From an optimization exercise on the open Yosys and OpenROAD flow, aimed at small area; shortcuts taken in it are not production practice.
Function was checked by simulation only, so behaviour that the tests miss may differ from the original.

try-lagoon:
==> flow/design.v (excerpt) <==
module decryption_top #(
    parameter addr_witdth = 8,
    parameter reg_width   = 16,
    parameter MST_DWIDTH  = 32,
    parameter SYS_DWIDTH  = 8
)(
    input                       clk_sys,
    input                       rst_n,
    input  [MST_DWIDTH-1:0]     data_i,
    input                       valid_i,
    output reg                  busy,
    output reg [SYS_DWIDTH-1:0] data_o,
    output                      valid_o,
    input  [addr_witdth-1:0]    addr,
    input                       read,
    input                       write,
    input  [reg_width-1:0]      wdata,
    output [reg_width-1:0]      rdata,
    output                      done,
    output                      error
);
For scale: ~1300 cells after synthesis, ~89 I/O pins, about 16000 sq um of cells after synthesis.
clock: 10.0 ns
lec_check: 0
cap_margin: 20
core_margin: 2
core_utilization: 60
gpl_timing_driven: 0
slew_margin: 20
standard.sh (not shown) runs the stock make flow with config.mk's settings and CLKGATE_MAP_FILE= SYNTH_SCRIPT=/design/flow/synth_recipe.tcl, a recipe that flattens the netlist after the stock synthesis.
==> flow/flow/run.sh <==
#!/bin/bash
# Layout flow: the standard ORFS flow, with two changes.
#  - Synthesis is the standard synthesis (same script, same registers), but the
#    combinational logic is mapped by ABC with an area-oriented script
#    (flow/area.abc) instead of ORFS's speed script.
#  - Port buffers use buf_1 and CTS uses small clock buffers without dummy loads.
# Each tool's output goes to the ORFS logs under orfs/logs; make's own output
# goes to flow_make.log here.
set -euo pipefail
W=$(pwd)

# synthesis core: ORFS synth.tcl with the ABC script swapped
sed -e "s#^\(\s*\)log_cmd abc {\*}\$abc_args#\1set abc_args [lreplace \$abc_args 1 1 $W/flow/area.abc]\n\1log_cmd abc {*}\$abc_args#" \
    "$FLOW_HOME/scripts/synth.tcl" > "$W/flow_synth_core.tcl"
grep -q "flow/area.abc" "$W/flow_synth_core.tcl"
sed -e "s#^source \$::env(SCRIPTS_DIR)/synth.tcl#source $W/flow_synth_core.tcl#" \
    "$W/synth_recipe.tcl" > "$W/flow_synth.tcl"
grep -q "flow_synth_core.tcl" "$W/flow_synth.tcl"

# standard.sh with the synthesis script replaced
sed -e "s#SYNTH_SCRIPT=[^ ]*#SYNTH_SCRIPT=$W/flow_synth.tcl#" "$W/standard.sh" > "$W/flow_standard.sh"
grep -q "flow_synth.tcl" "$W/flow_standard.sh"

export BUFFER_PORTS_ARGS="-buffer_cell sky130_fd_sc_hd__buf_1"
export SYNTH_OPERATIONS_ARGS="-nofsm"
export ADDER_MAP_FILE=""
export CTS_ARGS="-sink_clustering_enable -repair_clock_nets -dont_use_dummy_load -buf_list {sky130_fd_sc_hd__clkbuf_4} -sink_clustering_size 8 -sink_clustering_max_diameter 40"

bash "$W/flow_standard.sh" "${@:-finish}" > "$W/flow_make.log" 2>&1
==> flow/flow/area.abc <==
strash
ifraig
scorr
dc2
strash
&get -n
&st
&dch -f
&nf -R 1000
&put
--- input diff try-lagoon..try-nickel ---
Settings: SLEW_MARGIN changed from 20 to 5; CORE_UTILIZATION changed from 60 to 50; CAP_MARGIN changed from 20 to 5.
==> flow/flow/area.abc <==
strash
ifraig
scorr
dc2
strash
dc2
strash
&get -n
&st
&dch -f
&nf -R 1000
&put
==> results.txt <==
Changes observed in try-nickel relative to try-lagoon: tap cell instance count shows an increase of 61; detailed-route wire length on metal 1 rose by about 16%; die height has increased; setup slack after layout shrank by 890 ps; proportion of cell area occupied by registers has remained practically unchanged. try-nickel vs try-lagoon — non-clock buffer count dropped 1. try-nickel: all stages done; final checks FAILED (max-capacitance violations, max-slew violations). try-nickel ends up with a met2 wire length that is 540 um higher than in try-lagoon. Comparing the two runs side by side, try-nickel comes out behind try-lagoon on final wirelength. Horizontal extent of the die ends up higher on try-nickel.

* * *

build 81:
Starting RTL as in the previous note.
==> flow/design.v (excerpt) <==
module decryption_top #(
    parameter addr_witdth = 8,
    parameter reg_width   = 16,
    parameter MST_DWIDTH  = 32,
    parameter SYS_DWIDTH  = 8
)(
    input                       clk_sys,
    input                       rst_n,
    input  [MST_DWIDTH-1:0]     data_i,
    input                       valid_i,
    output reg                  busy,
    output reg [SYS_DWIDTH-1:0] data_o,
    output                      valid_o,
    input  [addr_witdth-1:0]    addr,
    input                       read,
    input                       write,
    input  [reg_width-1:0]      wdata,
    output [reg_width-1:0]      rdata,
    output                      done,
    output                      error
);
    wire [1:0]  select;
    wire [15:0] caesar_key, scytale_key, zigzag_key;
    decryption_regfile r (
        .clk(clk_sys), .rst_n(rst_n), .addr(addr), .read(read), .write(write),
        .wdata(wdata), .rdata(rdata), .done(done), .error(error), .select(select),
        .caesar_key(caesar_key), .scytale_key(scytale_key), .zigzag_key(zigzag_key));
    assign valid_o = |data_o;
    wire sel_c = (select == 2'd0);
    wire sel_s = (select == 2'd1);
  ...
Settings: LEC_CHECK=0, CAP_MARGIN=20, CORE_MARGIN=2, CORE_UTILIZATION=70, GPL_TIMING_DRIVEN=0, SLEW_MARGIN=20; clock period 10.0 ns.
==> flow/flow/area.abc <==
strash
ifraig
scorr
dc2
strash
&get -n
&st
&dch -f
&nf -R 1000
&put
Scripts as last shown in full above: flow/flow/run.sh
What build 69 does differently from build 81 at the input level:
Settings: CORE_UTILIZATION now 50, was 70.
==> flow/flow/area.abc <==
strash
ifraig
scorr
dc2
strash
dc2
strash
&get -n
&st
&dch -f
&nf -R 1000
&put
Findings:
- Build 69 went all the way through synthesis, placement and routing and the layout is clean on timing, DRC and antenna.
- Build 69 vs build 81, area enclosed by the die boundary went up by about 40%.
- Core utilization: build 69 lower than build 81
- Cmp build 69 and build 81 / non-clock buffer count / higher: build 69
- Build 69 vs build 81, startpoint of the most critical setup path: n[1]$_SDFFE_PN0P_ vs r.zigzag_key[0]$_DFFE_PN0P_
Here is what was changed in the inputs of build 61 compared with build 69.
==> flow/flow/area.abc <==
strash
ifraig
scorr
dc2
strash
&get -n
&st
&dch -f
&nf -R 1000
&put
### Flow results
[compare] base=build 69 new=build 61: gate count after technology mapping went up 16; multi-input gate share of total cell area went up 0.22 points; core area went up 1.6%; global-route usage went down 1.2 points.
Compared with build 69, build 61 shows a lower area added between synthesis and finish.
Final-layout non-clock buffer area share, build 61 and build 69: smaller value in build 61
~same combined area of the multi-input logic cells in build 61 and build 69
Relative to build 69, the fmax measured on build 61 has increased slightly.

[what the ideal ports hide]
In the flow no input, the clock included, has a driving cell. The finished layouts below were timed again as built, in two steps.
Step 1: set_driving_cell puts a clkbuf_16 on clk_sys and a buf_2 on each other input, an assumption about the parent block.
Step 2 also shifts input and output timing later by t, the mid clock arrival at the registers, as if the neighbouring blocks saw the same clock.
a / b / c = ideal ports / drivers / drivers and shift; a / b = the first two.
run	shift t [ns]	setup WS [ns]	worst setup path after step 2	clock arrival spread, ns
try-lagoon	0.729	2.300 / 2.300 / 2.300	register to register	0.143 / 0.142
try-nickel	0.743	1.414 / 1.414 / 1.414	register to register	0.114 / 0.115
build 81	0.730	1.975 / 1.975 / 1.975	register to register	0.089 / 0.090
build 69	0.756	2.096 / 2.096 / 2.096	register to register	0.130 / 0.130
build 61	0.725	2.151 / 2.151 / 2.151	register to register	0.118 / 0.117
